Context: an optimization exercise on an open-source flow, tuned for small area. The choices shown serve that exercise and are no tape-out recipe. Function was checked by simulation only, so behaviour that the tests miss may differ from the original. No driver is modelled on the clock port, so clocking that relies on it looks cheaper here than on a real chip.

## design/flow/flow/run.sh

```bash
#!/bin/bash
# Own layout flow:
#  1. the standard synthesis (standard.sh synth), unchanged;
#  2. the combinational logic between the registers is re-mapped for area by
#     ABC (flow/resynth.tcl) with the scripts flow/*.abc, in rounds that start
#     from the smallest netlists so far; the smallest netlist is kept.
#     The registers keep their instances, names and cell types;
#  3. the standard layout (standard.sh finish) with buf_1 port buffers,
#     85% core utilisation and a hand-built clock tree (flow/pre_cts.tcl):
#     the clock port drives four clkbuf_8, each driving a quarter of the
#     registers.
# Each tool writes its full output to a log file in this folder.
set -euo pipefail
R=orfs/results/$FLOW_PLATFORM/spaceinvaders/base
LIB=$FLOW_HOME/platforms/$FLOW_PLATFORM/lib/sky130_fd_sc_hd__tt_025C_1v80.lib
bash standard.sh synth > 1_synth.log 2>&1
# Beam search over re-mapped netlists: each round re-maps the BEAM smallest
# netlists so far with every script (after a round without progress, the
# next-best ones); it stops after two rounds in a row find nothing smaller. Four re-mappings run at a time.
BEAM=4
STALL=0
cp $R/1_2_yosys.v $R/rs_0.v
echo "999999999 $R/rs_0.v" > 2_resynth_pool.log
best=999999999
for round in 1 2 3 4 5 6 7 8 9 10 11 12; do
  # after a round without progress, start from the next-best netlists instead
  tail -n +$((STALL * BEAM + 1)) 2_resynth_pool.log | head -n $BEAM | awk '{print $2}' > 2_resynth_starts.log
  i=0
  while read -r start; do
    for s in flow/*.abc; do
      i=$((i+1))
      n=$(basename $s .abc)
      out=$R/rs_${round}_$i.v
      log=2_resynth_${round}_${i}_$n.log
      ( RS_LIB=$LIB RS_IN=$start RS_OUT=$out RS_ABC=$PWD/$s \
          yosys -c flow/resynth.tcl > $log 2>&1 || true
        a=$(grep "Chip area" $log | tail -1 | awk '{print $NF}' || true)
        if [[ -n "$a" && -s $out ]]; then echo "$a $out" >> 2_resynth_pool.log; fi ) &
      if (( i % 4 == 0 )); then wait; fi
    done
  done < 2_resynth_starts.log
  wait
  sort -n -u 2_resynth_pool.log -o 2_resynth_pool.log
  nb=$(head -n 1 2_resynth_pool.log | awk '{print $1}')
  echo "round $round best $nb" >> 2_resynth_areas.log
  if awk "BEGIN{exit !($nb >= $best)}"; then
    STALL=$((STALL+1)); if (( STALL >= 2 )); then break; fi
  else
    STALL=0; best=$nb
  fi
done
cp "$(head -n 1 2_resynth_pool.log | awk '{print $2}')" $R/rs_best.v
echo "kept $(head -n 1 2_resynth_pool.log)" >> 2_resynth_areas.log
cp $R/rs_best.v $R/1_2_yosys.v
bash standard.sh \
  "CTS_ARGS=-sink_clustering_enable -repair_clock_nets -dont_use_dummy_load -buf_list sky130_fd_sc_hd__clkbuf_4 -root_buf sky130_fd_sc_hd__clkbuf_4" \
  "BUFFER_PORTS_ARGS=-buffer_cell sky130_fd_sc_hd__buf_1" \
  "PRE_CTS_TCL=$PWD/flow/pre_cts.tcl" \
  CORE_UTILIZATION=85 \
  finish > 3_layout.log 2>&1
```

## design/flow/flow/d6.abc

```
strash
balance -l
resub -K 6 -l
rewrite -l
resub -K 6 -N 2 -l
refactor -l
resub -K 8 -l
balance -l
resub -K 8 -N 2 -l
rewrite -l
resub -K 10 -l
rewrite -z -l
resub -K 10 -N 2 -l
balance -l
resub -K 12 -l
refactor -z -l
resub -K 12 -N 2 -l
rewrite -z -l
balance -l
balance -l
resub -K 6 -l
rewrite -l
resub -K 6 -N 2 -l
refactor -l
resub -K 8 -l
balance -l
resub -K 8 -N 2 -l
rewrite -l
resub -K 10 -l
rewrite -z -l
resub -K 10 -N 2 -l
balance -l
resub -K 12 -l
refactor -z -l
resub -K 12 -N 2 -l
rewrite -z -l
balance -l
&get -n
&st
&dch -f
&nf -p -a -F 8 -A 4 -C 32 -R 1000
&put
mfs2
strash
&get -n
&st
&dch -f
&nf -p -a -F 8 -A 4 -C 32 -R 1000
&put
mfs2
strash
&get -n
&st
&dch -f
&nf -p -a -F 8 -A 4 -C 32 -R 1000
&put
mfs2
strash
&get -n
&st
&dch -f
&nf -p -a -F 8 -A 4 -C 32 -R 1000
&put
mfs2
strash
&get -n
&st
&dch -f
&nf -p -a -F 8 -A 4 -C 32 -R 1000
&put
topo
```

## design/flow/standard.sh

```bash
#!/bin/bash
# synth_recipe.tcl (not shown) runs the flow's synth.tcl, then flattens the netlist and writes it again
# the make line also repeats each setting of config.mk as NAME=value (left out here)
make -C /OpenROAD-flow-scripts/flow DESIGN_CONFIG=/design/flow/config.mk WORK_HOME=/design/flow/orfs CLKGATE_MAP_FILE= SYNTH_SCRIPT=/design/flow/synth_recipe.tcl "${@:-finish}"
```

## design/flow/constraint.sdc

```tcl
create_clock -name core_clock -period 10.0 [get_ports {CLOCK_50}]
set_input_delay 2.0000 -clock core_clock [delete_from_list [all_inputs] [get_ports {CLOCK_50}]]
set_output_delay 2.0000 -clock core_clock [all_outputs]
set_load 0.01 [all_outputs]
```

## design/flow/config.mk

```make
export PLATFORM = sky130hd
export DESIGN_NAME = spaceinvaders
export DESIGN_NICKNAME = spaceinvaders
export VERILOG_FILES = /design/flow/design.v
export SDC_FILE = /design/flow/constraint.sdc
export NUM_CORES = 4
export LEC_CHECK = 0
export CAP_MARGIN = 20
export CORE_MARGIN = 2
export CORE_UTILIZATION = 40
export SLEW_MARGIN = 20
```

## design/flow/flow/resynth.tcl

```tcl
# Re-map the combinational logic of the standard synthesis netlist for area.
# The registers keep their instances, names and cell types; only the logic
# between them is re-mapped by ABC with the script named in RS_ABC.
yosys -import
set lib $::env(RS_LIB)
set in  $::env(RS_IN)
set out $::env(RS_OUT)
set script $::env(RS_ABC)
read_liberty -ignore_miss_func $lib
read_verilog $in
hierarchy -top spaceinvaders
set seq {}
foreach c [list dfxtp_1 dfxtp_2 dfxtp_4 edfxtp_1 dfrtp_1 dfstp_1 dfbbp_1 dfrbp_1 dfsbp_1 dfxbp_1 edfxbp_1 sdfxtp_1 conb_1 dlxtp_1] {
  lappend seq sky130_fd_sc_hd__$c
}
foreach m $seq { catch { setattr -mod -set keep_hierarchy 1 $m } }
flatten
foreach m $seq { catch { blackbox $m } }
opt -purge
set du {}
foreach p {*probe* *lpflow* *clkdly* *dlygate* *dlymetal* *clkbuf* *clkinv* *buf_16 *buf_12 *buf_8 *buf_6 *inv_16 *inv_12 *inv_8 *inv_6 *bufinv* *bufbuf* *conb*} { lappend du -dont_use $p }
abc -liberty $lib {*}$du -script $script
opt_clean -purge
hilomap -singleton -hicell sky130_fd_sc_hd__conb_1 HI -locell sky130_fd_sc_hd__conb_1 LO
yosys rename -enumerate -pattern tie_% t:sky130_fd_sc_hd__conb_1
yosys rename -hide w:*.*
# left out here: clear keep_hierarchy, clean up
stat -liberty $lib
write_verilog -noattr -nohex -nodec $out
```

## design/flow/flow/e4.abc

```
strash
balance -l
resub -K 6 -l
rewrite -l
resub -K 6 -N 2 -l
refactor -l
resub -K 8 -l
balance -l
resub -K 8 -N 2 -l
rewrite -l
resub -K 10 -l
rewrite -z -l
resub -K 10 -N 2 -l
balance -l
resub -K 12 -l
refactor -z -l
resub -K 12 -N 2 -l
rewrite -z -l
balance -l
balance -l
resub -K 6 -l
rewrite -l
resub -K 6 -N 2 -l
refactor -l
resub -K 8 -l
balance -l
resub -K 8 -N 2 -l
rewrite -l
resub -K 10 -l
rewrite -z -l
resub -K 10 -N 2 -l
balance -l
resub -K 12 -l
refactor -z -l
resub -K 12 -N 2 -l
rewrite -z -l
balance -l
&get -n
&st
&synch2
&nf -p -a -F 8 -A 4 -C 32 -R 1000
&put
mfs2
strash
&get -n
&st
&synch2
&nf -p -a -F 8 -A 4 -C 32 -R 1000
&put
mfs2
strash
&get -n
&st
&dch -f
&nf -p -a -F 8 -A 4 -C 32 -R 1000
&put
topo
```

## design/flow/flow/b1.abc

```
strash
balance -l
resub -K 6 -l
rewrite -l
resub -K 6 -N 2 -l
refactor -l
resub -K 8 -l
balance -l
resub -K 8 -N 2 -l
rewrite -l
resub -K 10 -l
rewrite -z -l
resub -K 10 -N 2 -l
balance -l
resub -K 12 -l
refactor -z -l
resub -K 12 -N 2 -l
rewrite -z -l
balance -l
balance -l
resub -K 6 -l
rewrite -l
resub -K 6 -N 2 -l
refactor -l
resub -K 8 -l
balance -l
resub -K 8 -N 2 -l
rewrite -l
resub -K 10 -l
rewrite -z -l
resub -K 10 -N 2 -l
balance -l
resub -K 12 -l
refactor -z -l
resub -K 12 -N 2 -l
rewrite -z -l
balance -l
dch -f
map -a
mfs2
strash
dch -f
map -a
topo
```

## design/flow/flow/e3.abc

```
strash
balance -l
resub -K 6 -l
rewrite -l
resub -K 6 -N 2 -l
refactor -l
resub -K 8 -l
balance -l
resub -K 8 -N 2 -l
rewrite -l
resub -K 10 -l
rewrite -z -l
resub -K 10 -N 2 -l
balance -l
resub -K 12 -l
refactor -z -l
resub -K 12 -N 2 -l
rewrite -z -l
balance -l
balance -l
resub -K 6 -l
rewrite -l
resub -K 6 -N 2 -l
refactor -l
resub -K 8 -l
balance -l
resub -K 8 -N 2 -l
rewrite -l
resub -K 10 -l
rewrite -z -l
resub -K 10 -N 2 -l
balance -l
resub -K 12 -l
refactor -z -l
resub -K 12 -N 2 -l
rewrite -z -l
balance -l
&get -n
&st
&dch -f
&nf -p -a -F 8 -A 4 -C 32 -R 1000
&put
mfs2
strash
&get -n
&st
&dch -f
&nf -p -a -F 8 -A 4 -C 32 -R 1000
&put
mfs2
strash
&get -n
&st
&dch -f
&nf -p -a -F 8 -A 4 -C 32 -R 1000
&put
mfs2
strash
&get -n
&st
&dch -f
&nf -p -a -F 8 -A 4 -C 32 -R 1000
&put
mfs2
strash
&get -n
&st
&dch -f
&nf -p -a -F 8 -A 4 -C 32 -R 1000
&put
mfs2
strash
&get -n
&st
&dch -f
&nf -p -a -F 8 -A 4 -C 32 -R 1000
&put
mfs2
strash
&get -n
&st
&dch -f
&nf -p -a -F 8 -A 4 -C 32 -R 1000
&put
topo
```

## design/flow/flow/pre_cts.tcl

```tcl
# Clock tree by hand, run before ORFS's CTS step: the clock port drives four
# clkbuf_8 leaf buffers, each driving the registers of one quarter of the
# placed registers (split at the median x, then the median y). ORFS's
# clock_tree_synthesis is then told to skip these nets.
set cell sky130_fd_sc_hd__clkbuf_8
set block [ord::get_db_block]
set net [$block findNet CLOCK_50]
set sinks {}
foreach it [$net getITerms] {
  if {[$it isInputSignal]} {
    set inst [$it getInst]
    set loc [$inst getLocation]
    lappend sinks [list [lindex $loc 0] [lindex $loc 1] "[$inst getName]/[[$it getMTerm] getName]"]
  }
}
proc split2 {lst idx} {
  set s [lsort -integer -index $idx $lst]
  set h [expr {[llength $s] / 2}]
  return [list [lrange $s 0 [expr {$h - 1}]] [lrange $s $h end]]
}
set groups {}
foreach half [split2 $sinks 0] {
  foreach q [split2 $half 1] { lappend groups $q }
}
set i 0
foreach g $groups {
  set pins {}; set sx 0; set sy 0
  foreach s $g {
    lappend pins [get_pins [lindex $s 2]]
    set sx [expr {$sx + [lindex $s 0]}]; set sy [expr {$sy + [lindex $s 1]}]
  }
  set n [llength $g]
  set x [expr {$sx / $n / 1000.0}]; set y [expr {$sy / $n / 1000.0}]
  insert_buffer -buffer_cell $cell -net CLOCK_50 -load_pins $pins -location [list $x $y] \
    -buffer_name clkleaf_$i -net_name clknet_leaf_$i
  incr i
}
set skip [list CLOCK_50]
foreach it [[$block findNet CLOCK_50] getITerms] {
  foreach o [[$it getInst] getITerms] {
    if {[$o isOutputSignal]} {
      [$o getNet] setSigType CLOCK
      lappend skip [[$o getNet] getName]
    }
  }
}
puts "Hand-built clock tree: [llength $groups] leaf buffers; CTS skips $skip"
set_cts_config -skip_nets $skip
```

## design/flow/flow/c3.abc

```
strash
balance -l
resub -K 6 -l
rewrite -l
resub -K 6 -N 2 -l
refactor -l
resub -K 8 -l
balance -l
resub -K 8 -N 2 -l
rewrite -l
resub -K 10 -l
rewrite -z -l
resub -K 10 -N 2 -l
balance -l
resub -K 12 -l
refactor -z -l
resub -K 12 -N 2 -l
rewrite -z -l
balance -l
balance -l
resub -K 6 -l
rewrite -l
resub -K 6 -N 2 -l
refactor -l
resub -K 8 -l
balance -l
resub -K 8 -N 2 -l
rewrite -l
resub -K 10 -l
rewrite -z -l
resub -K 10 -N 2 -l
balance -l
resub -K 12 -l
refactor -z -l
resub -K 12 -N 2 -l
rewrite -z -l
balance -l
&get -n
&st
&dch -f
&nf -p -a -F 8 -A 4 -R 1000
&put
mfs2
strash
&get -n
&st
&dch -f
&nf -p -a -R 1000
&put
topo
```

## design/flow/flow/f2.abc

```
strash
balance -l
resub -K 6 -l
rewrite -l
resub -K 6 -N 2 -l
refactor -l
resub -K 8 -l
balance -l
resub -K 8 -N 2 -l
rewrite -l
resub -K 10 -l
rewrite -z -l
resub -K 10 -N 2 -l
balance -l
resub -K 12 -l
refactor -z -l
resub -K 12 -N 2 -l
rewrite -z -l
balance -l
balance -l
resub -K 6 -l
rewrite -l
resub -K 6 -N 2 -l
refactor -l
resub -K 8 -l
balance -l
resub -K 8 -N 2 -l
rewrite -l
resub -K 10 -l
rewrite -z -l
resub -K 10 -N 2 -l
balance -l
resub -K 12 -l
refactor -z -l
resub -K 12 -N 2 -l
rewrite -z -l
balance -l
dc2
&get -n
&st
&dc2
&put
&get -n
&st
&dch -f
&nf -p -a -F 8 -A 4 -C 32 -R 1000
&put
mfs2
strash
&get -n
&st
&dch -f
&nf -p -a -F 8 -A 4 -C 32 -R 1000
&put
topo
```

## design/flow/flow/d2.abc

```
strash
balance -l
resub -K 6 -l
rewrite -l
resub -K 6 -N 2 -l
refactor -l
resub -K 8 -l
balance -l
resub -K 8 -N 2 -l
rewrite -l
resub -K 10 -l
rewrite -z -l
resub -K 10 -N 2 -l
balance -l
resub -K 12 -l
refactor -z -l
resub -K 12 -N 2 -l
rewrite -z -l
balance -l
balance -l
resub -K 6 -l
rewrite -l
resub -K 6 -N 2 -l
refactor -l
resub -K 8 -l
balance -l
resub -K 8 -N 2 -l
rewrite -l
resub -K 10 -l
rewrite -z -l
resub -K 10 -N 2 -l
balance -l
resub -K 12 -l
refactor -z -l
resub -K 12 -N 2 -l
rewrite -z -l
balance -l
&get -n
&st
&synch2
&nf -p -a -F 8 -A 4 -C 32 -R 1000
&put
mfs2
strash
&get -n
&st
&dch -f
&nf -p -a -F 8 -A 4 -C 32 -R 1000
&put
topo
```

## design/flow/design.v

```verilog
module spaceinvaders(
    input            CLOCK_50,
    input            resetn,
    input    [9:0]   SW,
    output   [6:0]   HEX0,
    output   [8:0]   VGA_X,
    output   [8:0]   VGA_Y,
    output   [2:0]   VGA_COLOUR,
    output           VGA_PLOT
    );
    localparam ME = 5'd0,  BF = 5'd1,  B0 = 5'd2,  BB = 5'd3,
               PI = 5'd4,  PD = 5'd5,  PE = 5'd6,  BU = 5'd7,
               CK = 5'd13, EG = 5'd14;
    localparam [1:0] GI = 2'd1, GD = 2'd2, GE = 2'd3;
    reg [4:0] cs;
    reg [1:0] dy;      
    reg [2:0] dx;      
    reg [7:0] px;      
    reg [8:0] ey;      
    reg [4:0] ex;      
    reg       dir;
    reg [7:0] bx;      
    reg [4:0] byi;     
    reg [4:0] hit;
    reg [8:0] fc;
    wire [1:0] grp = cs[4:3];
    wire [2:0] k = cs[2:0];
    wire isE = (grp != 2'd0) && !(k[2] && (k[1] || k[0]));
    wire isP = (cs == PI) || (cs == PD) || (cs == PE);
    wire isB = (cs == BF) || (cs == B0) || (cs == BB);
    wire isU = (cs == BU);
    wire shooting = (byi != 5'd0);
    wire ld  = (dy == 2'd0) && (dx == 3'd1);
    wire sel = isU && (shooting || (dx == 3'd7));
    wire mvl = (cs == PD) && (dy == 2'd3) && (dx == 3'd1);
    reg [7:0] xa;
    reg [8:0] ya;
    always @(*) begin
        if (isE || cs == ME) xa = {k, ex};
        else if (cs == CK || sel) xa = bx;
        else xa = px;
        if (isP || (isU && !sel)) ya = 9'd118;
        else if (sel) ya = {2'b00, byi, 2'b01};
        else ya = ey;
    end
    wire [2:0] kk = isE ? k : 3'd0;
    wire [5:0] toff = {3'b000, dx} + {2'b11, ~kk, 1'b0};    
    wire [7:0] xb = (cs == CK) ? {3'b111, ~ex} : mvl ? 8'd253 : isU ? {6'd0, ~sel, 1'b0} : {{2{toff[5]}}, toff};
    wire [1:0] yb = isU ? {1'b0, ~sel} : dy;
    wire [7:0] X = xa + xb;
    wire [8:0] Y = ya + {7'd0, yb};
    reg plot;
    reg [2:0] oc;
    always @(*) begin
        plot = 1'b0; oc = 3'b000;
        if (isB) begin
            plot = 1'b1; oc = (cs == BF) ? 3'b011 : 3'b000;
        end else if (isP) begin
            plot = (dy == 2'd0 && dx == 3'd2) || (dy == 2'd1 && dx != 3'd0 && !dx[2]);
            oc = (cs == PE) ? 3'b000 : 3'b011;
        end else if (isE) begin
            plot = !ld;
            oc = (grp == GE) ? 3'b000 : 3'b100;
        end else if (isU) begin
            plot = (dx == 3'd2) || (dx == 3'd5) || (dx == 3'd7);
            oc = (dx == 3'd5 && shooting) ? 3'b111 : 3'b000;
        end
    end
    assign VGA_PLOT = plot;
    assign VGA_X = {1'b0, X};
    assign VGA_Y = Y;
    assign VGA_COLOUR = oc;
    reg [4:0] win;
    always @(*) begin
        case (X)
            8'd253, 8'd254, 8'd255, 8'd0, 8'd1, 8'd2, 8'd3: win = 5'b00001;
            8'd27, 8'd28, 8'd29, 8'd30, 8'd31, 8'd32, 8'd33: win = 5'b00010;
            8'd57, 8'd58, 8'd59, 8'd60, 8'd61, 8'd62, 8'd63: win = 5'b00100;
            8'd87, 8'd88, 8'd89, 8'd90, 8'd91, 8'd92, 8'd93: win = 5'b01000;
            8'd117, 8'd118, 8'd119, 8'd120, 8'd121, 8'd122, 8'd123: win = 5'b10000;
            default: win = 5'b00000;
        endcase
    end
    wire yok = (Y[8:2] == {2'b00, byi});
    wire [4:0] newhit = win & ~hit & {5{yok}};
    wire fz = ~fc[8] & ~fc[7] & fc[6] & fc[2] & ~fc[1] & ~fc[0];
    wire k4 = k[2];
    always @(posedge CLOCK_50) begin
        if (!resetn) begin
            cs <= BF; dy <= 2'd1; dx <= 3'd3;
            px <= 8'd79; ey <= 9'd117; ex <= 5'd10; dir <= 1'b0;
            byi <= 5'd0; hit <= 5'd0;
        end else if (isE) begin
            if (ld && grp == GD && hit[k]) begin
                if (k4) begin cs <= CK; dy <= 2'd2; end
                else cs <= cs + 1'b1;
            end else if (dy == 2'd3 && dx == 3'd5) begin
                dy <= 2'd0; dx <= 3'd1;
                if (k4) begin
                    if (grp == GI) begin cs <= PE; dx <= 3'd0; end
                    else if (grp == GE) begin
                        cs <= ME;
                        if (dir) begin dy <= 2'd1; dx <= 3'd1; end
                        else begin dy <= 2'd2; dx <= 3'd3; end
                    end else begin cs <= CK; dy <= 2'd2; end
                end else cs <= cs + 1'b1;
            end else if (dy == 2'd3 && dx == 3'd1) begin
                dx <= 3'd5;
            end else if (dx == {1'b1, dy}) begin
                dy <= dy + 1'b1; dx <= {2'b00, ~dy[0]};
            end else dx <= dx + 1'b1;
        end else begin
            case (cs)
                BF: begin px <= X; cs <= B0; end
                B0: begin
                    if (X[7] & X[6] & X[5] & X[4]) begin px <= 8'd255; ey <= Y; cs <= BB; end
                    else px <= X;
                end
                BB: begin
                    if (X[7] & X[5]) begin px <= 8'd255; ey <= Y; end
                    else if (X[0] & Y[8] & Y[4] & Y[2] & Y[0]) begin
                        px <= 8'd80; ey <= 9'd10; cs <= PI; dy <= 2'd0; dx <= 3'd1;
                    end else px <= X;
                end
                PI, PD, PE: begin
                    if (dy == 2'd3) begin
                        if (dx == 3'd1) begin if (px != 8'd8) px <= X; end
                        else if (dx == 3'd5) begin if (px != 8'd152) px <= X; end
                        else if (!shooting) begin bx <= px; byi <= 5'd29; end
                        dy <= 2'd0; dx <= 3'd1;
                    end else if (ld && cs == PE && !fz) begin
                    end else if (dy == 2'd0 && dx == 3'd2) begin
                        dy <= 2'd1; dx <= 3'd1;
                    end else if (dy == 2'd1 && dx == 3'd3) begin
                        if (cs == PI) begin cs <= {GI, 3'd0}; dy <= 2'd0; dx <= 3'd1; end
                        else if (cs == PD) begin cs <= BU; dx <= 3'd0; end
                        else begin
                            cs <= PD;
                            if (SW[1]) begin dy <= 2'd3; dx <= 3'd1; end
                            else if (SW[0]) begin dy <= 2'd3; dx <= 3'd5; end
                            else if (SW[2]) begin dy <= 2'd3; dx <= 3'd2; end
                            else begin dy <= 2'd0; dx <= 3'd1; end
                        end
                    end else dx <= dx + 1'b1;
                end
                BU: begin
                    if (dx == 3'd3) begin
                        if (byi == 5'd2) dx <= 3'd6;
                        else begin
                            if (shooting) byi <= byi - 1'b1;
                            dx <= 3'd4;
                        end
                    end else if (dx == 3'd5 || dx == 3'd7) begin
                        if (dx[1]) byi <= 5'd0;
                        cs <= {GE, 3'd0}; dy <= 2'd0; dx <= 3'd1;
                    end else dx <= dx + 1'b1;
                end
                ME: begin
                    if (!dir && ex == 5'd30) begin ey <= Y; dir <= 1'b1; end
                    else if (dir && ex == 5'd10) begin ey <= Y; dir <= 1'b0; end
                    else ex <= X[4:0];
                    cs <= {GD, 3'd0}; dy <= 2'd0; dx <= 3'd1;
                end
                CK: begin
                    if (shooting && yok) hit <= hit | win;
                    if (shooting && (newhit != 5'd0)) byi <= 5'd0;
                    if (&hit) cs <= EG; else begin cs <= PE; dy <= 2'd0; dx <= 3'd0; end
                end
                default: cs <= EG;
            endcase
        end
    end
    always @(posedge CLOCK_50) begin
        if (!resetn) fc <= 9'd1;
        else if (SW[9]) fc <= fz ? 9'd1 : {fc[7:0], fc[8] ^ fc[4]};
    end
    wire s1 = hit[0] ^ hit[1] ^ hit[2];
    wire c1 = (hit[0] & hit[1]) | (hit[2] & (hit[0] ^ hit[1]));
    wire p0 = s1 ^ hit[3] ^ hit[4];
    wire c2 = (hit[3] & hit[4]) | (s1 & (hit[3] ^ hit[4]));
    wire p1 = c1 ^ c2;
    wire p2 = c1 & c2;
    assign HEX0[6] = ~p2 & ~p1;
    assign HEX0[5] = ~p2 & (p1 | p0);
    assign HEX0[4] = p2 | p0;
    assign HEX0[3] = ~p1 & (p0 ^ p2);
    assign HEX0[2] = p1 & ~p0;
    assign HEX0[1] = p2 & p0;
    assign HEX0[0] = ~p1 & (p0 ^ p2);
endmodule
```

## design/flow/flow/d1.abc

```
strash
balance -l
resub -K 6 -l
rewrite -l
resub -K 6 -N 2 -l
refactor -l
resub -K 8 -l
balance -l
resub -K 8 -N 2 -l
rewrite -l
resub -K 10 -l
rewrite -z -l
resub -K 10 -N 2 -l
balance -l
resub -K 12 -l
refactor -z -l
resub -K 12 -N 2 -l
rewrite -z -l
balance -l
balance -l
resub -K 6 -l
rewrite -l
resub -K 6 -N 2 -l
refactor -l
resub -K 8 -l
balance -l
resub -K 8 -N 2 -l
rewrite -l
resub -K 10 -l
rewrite -z -l
resub -K 10 -N 2 -l
balance -l
resub -K 12 -l
refactor -z -l
resub -K 12 -N 2 -l
rewrite -z -l
balance -l
&get -n
&st
&dch -f
&nf -p -a -F 8 -A 4 -C 32 -R 1000
&put
mfs2
strash
&get -n
&st
&dch -f
&nf -p -a -F 8 -A 4 -C 32 -R 1000
&put
mfs2
strash
&get -n
&st
&dch -f
&nf -p -a -F 8 -A 4 -C 32 -R 1000
&put
topo
```

==> results of run 1 <==
==> qor.csv, run 1 <==
metric,value,unit
die_y,70.0,um
chipWidth,70.0,um
synth_nets,517,
failing_step,global placement without I/O (3_1_place_gp_skip_io),
rows,23,
synthCells,505,
yosysWarnings,1,
syn_avg_cell_area,7.33,sq um
initial_core_util,90.5,%
syn_area,3700,sq um
status,did not finish,
error_line,[ERROR GPL-0301] Utilization 106.474 % exceeds 100%.,
==> run 2, diff against run 1 <==
--- a/design/flow/flow/run.sh
+++ b/design/flow/flow/run.sh
@@ -7,5 +7,5 @@
 #     The registers keep their instances, names and cell types;
 #  3. the standard layout (standard.sh finish) with buf_1 port buffers,
-#     85% core utilisation and a hand-built clock tree (flow/pre_cts.tcl):
+#     70% core utilisation and a hand-built clock tree (flow/pre_cts.tcl):
 #     the clock port drives four clkbuf_8, each driving a quarter of the
 #     registers.
@@ -57,4 +57,4 @@
   "BUFFER_PORTS_ARGS=-buffer_cell sky130_fd_sc_hd__buf_1" \
   "PRE_CTS_TCL=$PWD/flow/pre_cts.tcl" \
-  CORE_UTILIZATION=85 \
+  CORE_UTILIZATION=70 \
   finish > 3_layout.log 2>&1
==> run 2 against run 1 <==
Now clean on timing, DRC and antenna. Synthesized cell count is the same. Area after synthesis is the same.
==> qor.csv, run 2 <==
metric,value,unit,change
status,no timing/DRC/antenna violations,,
top_regs,"ey (9), fc (9)",,
post_cts_buffers,0,,
critical_path_arrival,5.88,ns,
drv_slew,0,,
final_cell_mix,"75 x nand2_1, 66 x nor2_1, 52 x o21ai_0, 52 x dfxtp_1, 44 x a21oi_1",,
via_per_inst,6.95,,
slew-limit-headroom,39.8,%,
grt_max_degree,26,,
final_cells,617,,
globalplace.congestion,1.04,,
vias,4289,,
grt-ovfl-total,0,,
dp_slack,2.58,ns,
max_freq,127,MHz,
grt_pass1_vias,3786,,
max_cap_viol_count,0,,
required,8.00,ns,
wl,11200,um,
synthCells,505,,unchanged
fin_setup_tns,0,ns,
route.detailed.drc,0,,
skew,0.0207,ns,
layout_commonest_cell,nand2_1,,
dieArea,5880,sq um,
worstSetupPathType,register to output port,,
final_antenna_net_count,0,,
initial_core_util,72.4,%,-18 points
place_inst,612,,
end_kind,output port,,
die_y,76.7,um,+9.6%
syn_avg_cell_area,7.33,sq um,unchanged
final_util,78.4,%,
fp.coreArea,5110,sq um,
dpl-instance-area,3940,sq um,
port_buffers,33,,
synth_nets,517,,unchanged
area_growth,8.18,%,
io_pins,41,,
critPathSlowestCell,dfxtp_1,,
antenna_found_initial,0,,
setup_viol,0,,
fin_crit_sh,78.8,%,
dp_hpwl,8100,um,
min_path_type,register to register,,
wl_per_cell,18.1,um,
grt_pass1_wl,18000,um,
cp_common_cell,nor2_1,,
tightestPinTransition,0.893,ns,
clkTransAtPathRegs,0.11,ns,
slowest_delay,0.54,ns,
final_hold_viol_count,0,,
path_cells,inv_1 -> nor3_1 -> buf_4 -> and3_1 -> nand2_1 -> nand2_1 -> nor2_1 -> a22oi_1 -> a21oi_1 -> maj3_1 -> nor2_1 -> nor2_1 -> a21oi_1 -> nor2_1 -> o21ai_0 -> mux2i_1 -> mux2i_1 -> xnor2_1 -> xor2_1 -> inv_1 -> buf_1,,
antenna_cells,0,,
drive_above_1_share,1.65,%,
crit_fanout,12,,
drtIter0Drc,597,,
nets,561,,
chipWidth,76.7,um,+9.6%
cts_resized,0,,
yosysWarnings,1,,unchanged
min_period,7.88,ns,
syn_area,3700,sq um,unchanged
worst_setup_path_start_kind,register,,
setup_slack,2.12,ns,
grt_usage,36.7,%,
firstDrtPassIters,5,,
clk_latency,0.16,ns,
ctsHoldBuffers,0,,
fin_area,4000,sq um,
rsz0062_at_grt,false,,
rows,26,,+13%
run 2: worst paths after layout:
| kind | slack (ns) | endpoint | cells after the start | from |
|---|---|---|---|---|
| max | 2.12 | VGA_X[7] | 21 | cs[2] |
| min | 0.48 | fc[6] | 1 | fc[5] |
| max reg2reg | 2.40 | byi[4] | 32 | cs[2] |
| min reg2reg | 0.48 | fc[6] | 1 | fc[5] |
run 2: stage by stage:
stage	hold WS [ns]
4_1_cts	0.463
5_1_grt	0.503
2_1_floorplan	0.439
3_3_place_gp	0.453
6_report	0.481
3_5_place_dp	0.470
run 2: final cells by class, without the clock buffers:
type | count | area [sq um]
Tap cell | 70 | 87.6
Inverter | 19 | 71.3
Timing Repair Buffer | 38 | 159
Fill cell | 386 | 1100
Multi-Input combinational cell | 426 | 2350
Sequential cell | 60 | 1280
run 2: worst max-delay path: cells and delay by family (launching register included):
family / cells / cell delay [ns]
AO/OA/AOI/OAI: 4 / 0.97
XOR/XNOR: 2 / 0.62
adder cells (fa/ha/maj): 1 / 0.40
buffers and inverters: 4 / 0.66
flip-flops: 1 / 0.54
multiplexers: 2 / 0.63
AND/OR/NAND/NOR: 8 / 1.89
run 2: layer usage:
layer  track usage (%)  routed length, um  up-vias
met3              2.94               1280       63
met5                 0                  0        -
met1              48.6               4260     1932
met2              62.1               5130      347
li1                  -                  -     1947
met4              14.9                529        0
==> run 3, diff against run 2 <==
--- a/design/flow/flow/run.sh
+++ b/design/flow/flow/run.sh
@@ -5,5 +5,6 @@
 #     ABC (flow/resynth.tcl) with the scripts flow/*.abc, in rounds that start
 #     from the smallest netlists so far; the smallest netlist is kept.
-#     The registers keep their instances, names and cell types;
+#     The registers keep their instances, names and cell types; weak gates
+#     driving six or more loads get a stronger cell (flow/upsize.py);
 #  3. the standard layout (standard.sh finish) with buf_1 port buffers,
 #     70% core utilisation and a hand-built clock tree (flow/pre_cts.tcl):
@@ -52,5 +53,5 @@
 cp "$(head -n 1 2_resynth_pool.log | awk '{print $2}')" $R/rs_best.v
 echo "kept $(head -n 1 2_resynth_pool.log)" >> 2_resynth_areas.log
-cp $R/rs_best.v $R/1_2_yosys.v
+python3 flow/upsize.py $R/rs_best.v $R/1_2_yosys.v > 2_upsize.log 2>&1
 bash standard.sh \
   "CTS_ARGS=-sink_clustering_enable -repair_clock_nets -dont_use_dummy_load -buf_list sky130_fd_sc_hd__clkbuf_4 -root_buf sky130_fd_sc_hd__clkbuf_4" \
==> design/flow/flow/upsize.py (new file) <==
#!/usr/bin/env python3
"""Give weak gates that drive many loads a stronger cell of the same function.

Reads a gate-level Verilog netlist (argv[1]) and writes it to argv[2] with
the cell type of every instance whose output net has at least MIN_FANOUT
loads changed by SWAP (registers and other cells are left as they are).
"""
import re, sys, collections

MIN_FANOUT = 6
SWAP = {
    'sky130_fd_sc_hd__o21ai_0': 'sky130_fd_sc_hd__o21ai_1',
    'sky130_fd_sc_hd__a2111oi_0': 'sky130_fd_sc_hd__a2111oi_1',
    'sky130_fd_sc_hd__o311ai_0': 'sky130_fd_sc_hd__o311ai_1',
    'sky130_fd_sc_hd__nor3_1': 'sky130_fd_sc_hd__nor3_2',
    'sky130_fd_sc_hd__nor4_1': 'sky130_fd_sc_hd__nor4_2',
}
OUT_PINS = {'X', 'Y', 'Q', 'Q_N', 'HI', 'LO', 'SUM', 'COUT'}

text = open(sys.argv[1]).read()
inst_re = re.compile(r'^(\s*)(sky130_fd_sc_hd__\w+)(\s+\S+\s*\()(.*?)\);', re.S | re.M)
pin_re = re.compile(r'\.(\w+)\(([^()]*)\)')
fanout = collections.Counter()
for m in inst_re.finditer(text):
    for pin, net in pin_re.findall(m.group(4)):
        if pin not in OUT_PINS:
            fanout[net.strip()] += 1
# output ports count as loads too
for m in re.finditer(r'^\s*assign\s+\S+\s*=\s*([^;]+);', text, re.M):
    fanout[m.group(1).strip()] += 1
swapped = 0
def repl(m):
    global swapped
    cell = m.group(2)
    if cell in SWAP:
        outs = [net.strip() for pin, net in pin_re.findall(m.group(4)) if pin in OUT_PINS]
        if outs and fanout[outs[0]] >= MIN_FANOUT:
            swapped += 1
            return m.group(1) + SWAP[cell] + m.group(3) + m.group(4) + ');'
    return m.group(0)
text = inst_re.sub(repl, text)
open(sys.argv[2], 'w').write(text)
print('upsized %d cells' % swapped)
==> run 3 against run 2 <==
Die area up 0.26%. Register-to-register slack worse by 0.02 ns. Worst hold slack improved by 0.0029 ns. Clock skew grew 0.0025 ns. Cell count fell by 0.49%. First-iteration DRC count fell by 33%. Sequential share of layout area is 0.080 points higher.
==> qor.csv, run 3 <==
metric,value,unit,change
wl,10900,um,-2.3%
route.detailed.drc,0,,unchanged
fin_crit_sh,78.4,%,-0.39 points
chipWidth,76.8,um,+0.13%
post_cts_buffers,0,,unchanged
final_cell_mix,"75 x nand2_1, 66 x nor2_1, 52 x dfxtp_1, 50 x o21ai_0, 44 x a21oi_1",,
wl_met1,4400,um,+3.4%
wl_per_cell,17.8,um,-1.8%
via_per_inst,6.74,,-3.0%
nets,558,,-0.53%
setup_viol,0,,unchanged
min_path_type,register to register,,
grt-ovfl-total,0,,unchanged
required,8.00,ns,about the same
grt_pass1_vias,3811,,+0.66%
yosysWarnings,1,,unchanged
register_area,1280,sq um,unchanged
fillCellCount,444,,+15%
antenna_found_initial,0,,unchanged
max_freq,128,MHz,+0.50%
end_kind,output port,,
slew-limit-headroom,42.5,%,+2.7 points
status,no timing/DRC/antenna violations,,
min_period,7.84,ns,-0.0389 ns
multi_input_area,2360,sq um,+0.43%
crit_fanout,12,,unchanged
final_util,78.2,%,-0.20 points
grt_pass1_wl,17900,um,-0.77%
grt_usage,36.5,%,-0.22 points
grt_max_degree,26,,unchanged
synth_nets,517,,unchanged
drive_above_1_share,1.47,%,-0.17 points
globalplace.congestion,1.02,,-2.5%
top_regs,"ey (9), fc (9)",,
tightestPinTransition,0.859,ns,-0.0344 ns
syn_avg_cell_area,7.35,sq um,+0.27%
cts_resized,0,,unchanged
clk_latency,0.17,ns,about the same
skew,0.0231,ns,+0.00248 ns
die_y,76.8,um,+0.13%
dp_hpwl,8060,um,-0.49%
drv_slew,0,,unchanged
rows,26,,unchanged
max_cap_viol_count,0,,unchanged
worstSetupPathType,register to output port,,
syn_area,3710,sq um,+0.27%
fp.coreArea,5110,sq um,unchanged
ctsHoldBuffers,0,,unchanged
vias,4139,,-3.5%
area_growth,7.62,%,
critical_path_arrival,5.84,ns,-0.04 ns
final_hold_viol_count,0,,unchanged
antenna_cells,0,,unchanged
fin_setup_tns,0,ns,unchanged
dr_wl_met2,5020,um,-2.1%
io_pins,41,,unchanged
rsz0062_at_grt,false,,
met3_length,1120,um,-13%
firstDrtPassIters,6,,+1
layout_commonest_cell,nand2_1,,
clkTransAtPathRegs,0.11,ns,about the same
drtIter0Drc,401,,-33%
port_buffers,33,,unchanged
initial_core_util,72.6,%,+0.20 points
dieArea,5900,sq um,+0.26%
worst_setup_path_start_kind,register,,
synthCells,505,,unchanged
top_layer,met4,,
final_antenna_net_count,0,,unchanged
## run 3: changes by cell type in the layout (fill, tap and decap cells not counted)
cell / previous run / this run
buf_4: 4 / 2
o21ai_0: 52 / 50
buf_2: 1 / 0
nor3_1: 19 / 17
o21ai_1: 0 / 2
nor3_2: 0 / 2
## run 3: area by class of cell, without the clock buffers
type	instances	share of cell area [%]
multi-input combinational	426	59.1
sequential	60	32.1
timing repair buffer	35	3.48
tap	70	2.19
inverter	19	1.79
## run 3: path summary, 6_finish.rpt
kind,start,slack (ns),depth (start not counted),endpoint
worst min register to register,fc[5],0.48,1,fc[6]
worst min-delay path,fc[5],0.48,1,fc[6]
worst max register to register,cs[2],2.38,30,byi[4]
worst max-delay path,cs[2],2.16,20,VGA_X[7]
## run 3: critical path, cell delays in order, from the launching register on
cell	delay [ns]
dfxtp_1	0.53
inv_1	0.20
nor3_2	0.52
and3_1	0.56
nand2_1	0.31
nand2_1	0.41
nor2_1	0.17
a22oi_1	0.20
a21oi_1	0.15
maj3_1	0.38
nor2_1	0.09
nor2_1	0.07
a21oi_1	0.19
nor2_1	0.07
o21ai_0	0.33
mux2i_1	0.35
mux2i_1	0.26
xnor2_1	0.21
xor2_1	0.37
inv_1	0.13
buf_1	0.15
## run 3: metrics by stage
| step | setup slack [ns] | hold WS, ns | cells | area, sq um |
|---|---|---|---|---|
| 5_1_grt | 1.54 | 0.508 | 614 | 3990 |
| 6_report | 2.16 | 0.484 | 614 | 3990 |
| 4_1_cts | 2.53 | 0.466 | 614 | 3990 |
| 2_1_floorplan | 3.68 | 0.439 | 505 | 3710 |
| 3_3_place_gp | 2.64 | 0.453 | 610 | 3940 |
| 3_5_place_dp | 2.55 | 0.462 | 610 | 3940 |
## run 3: per-layer routing
layer | vias to the layer above | GRT usage, %
met5 | - | 0
met4 | 0 | 10.9
met3 | 45 | 6.24
met2 | 270 | 62.0
met1 | 1879 | 47.5
li1 | 1945 | -

what the ideal ports hide:
The flow's constraints put no driver on any port. The routed layouts listed below were extracted and timed again, unchanged, in two steps. Step 1 (the two cells are an assumption about what drives the block):
set clk [get_ports {CLOCK_50}]
set_driving_cell -lib_cell sky130_fd_sc_hd__clkbuf_16 $clk
set_driving_cell -lib_cell sky130_fd_sc_hd__buf_2 [delete_from_list [all_inputs] $clk]
Step 2 adds t to the input delays and takes it off the output delays; t is the mean of the earliest and latest rising clock arrival at the registers after step 1. Input paths then give back, and output paths get back, about the clock's delay inside the block. Slacks: no drivers / after step 1 / after step 2; pairs: no drivers / after step 1.
| run | t, ns | slack for setup (ns) | worst slew at a driven data input, ns |
|---|---|---|---|
| run 2 | 0.220 | 2.124 / 2.058 / 2.278 | 0.03 |
| run 3 | 0.221 | 2.163 / 2.098 / 2.319 | 0.03 |
After both steps setup and hold are still met in every run listed.
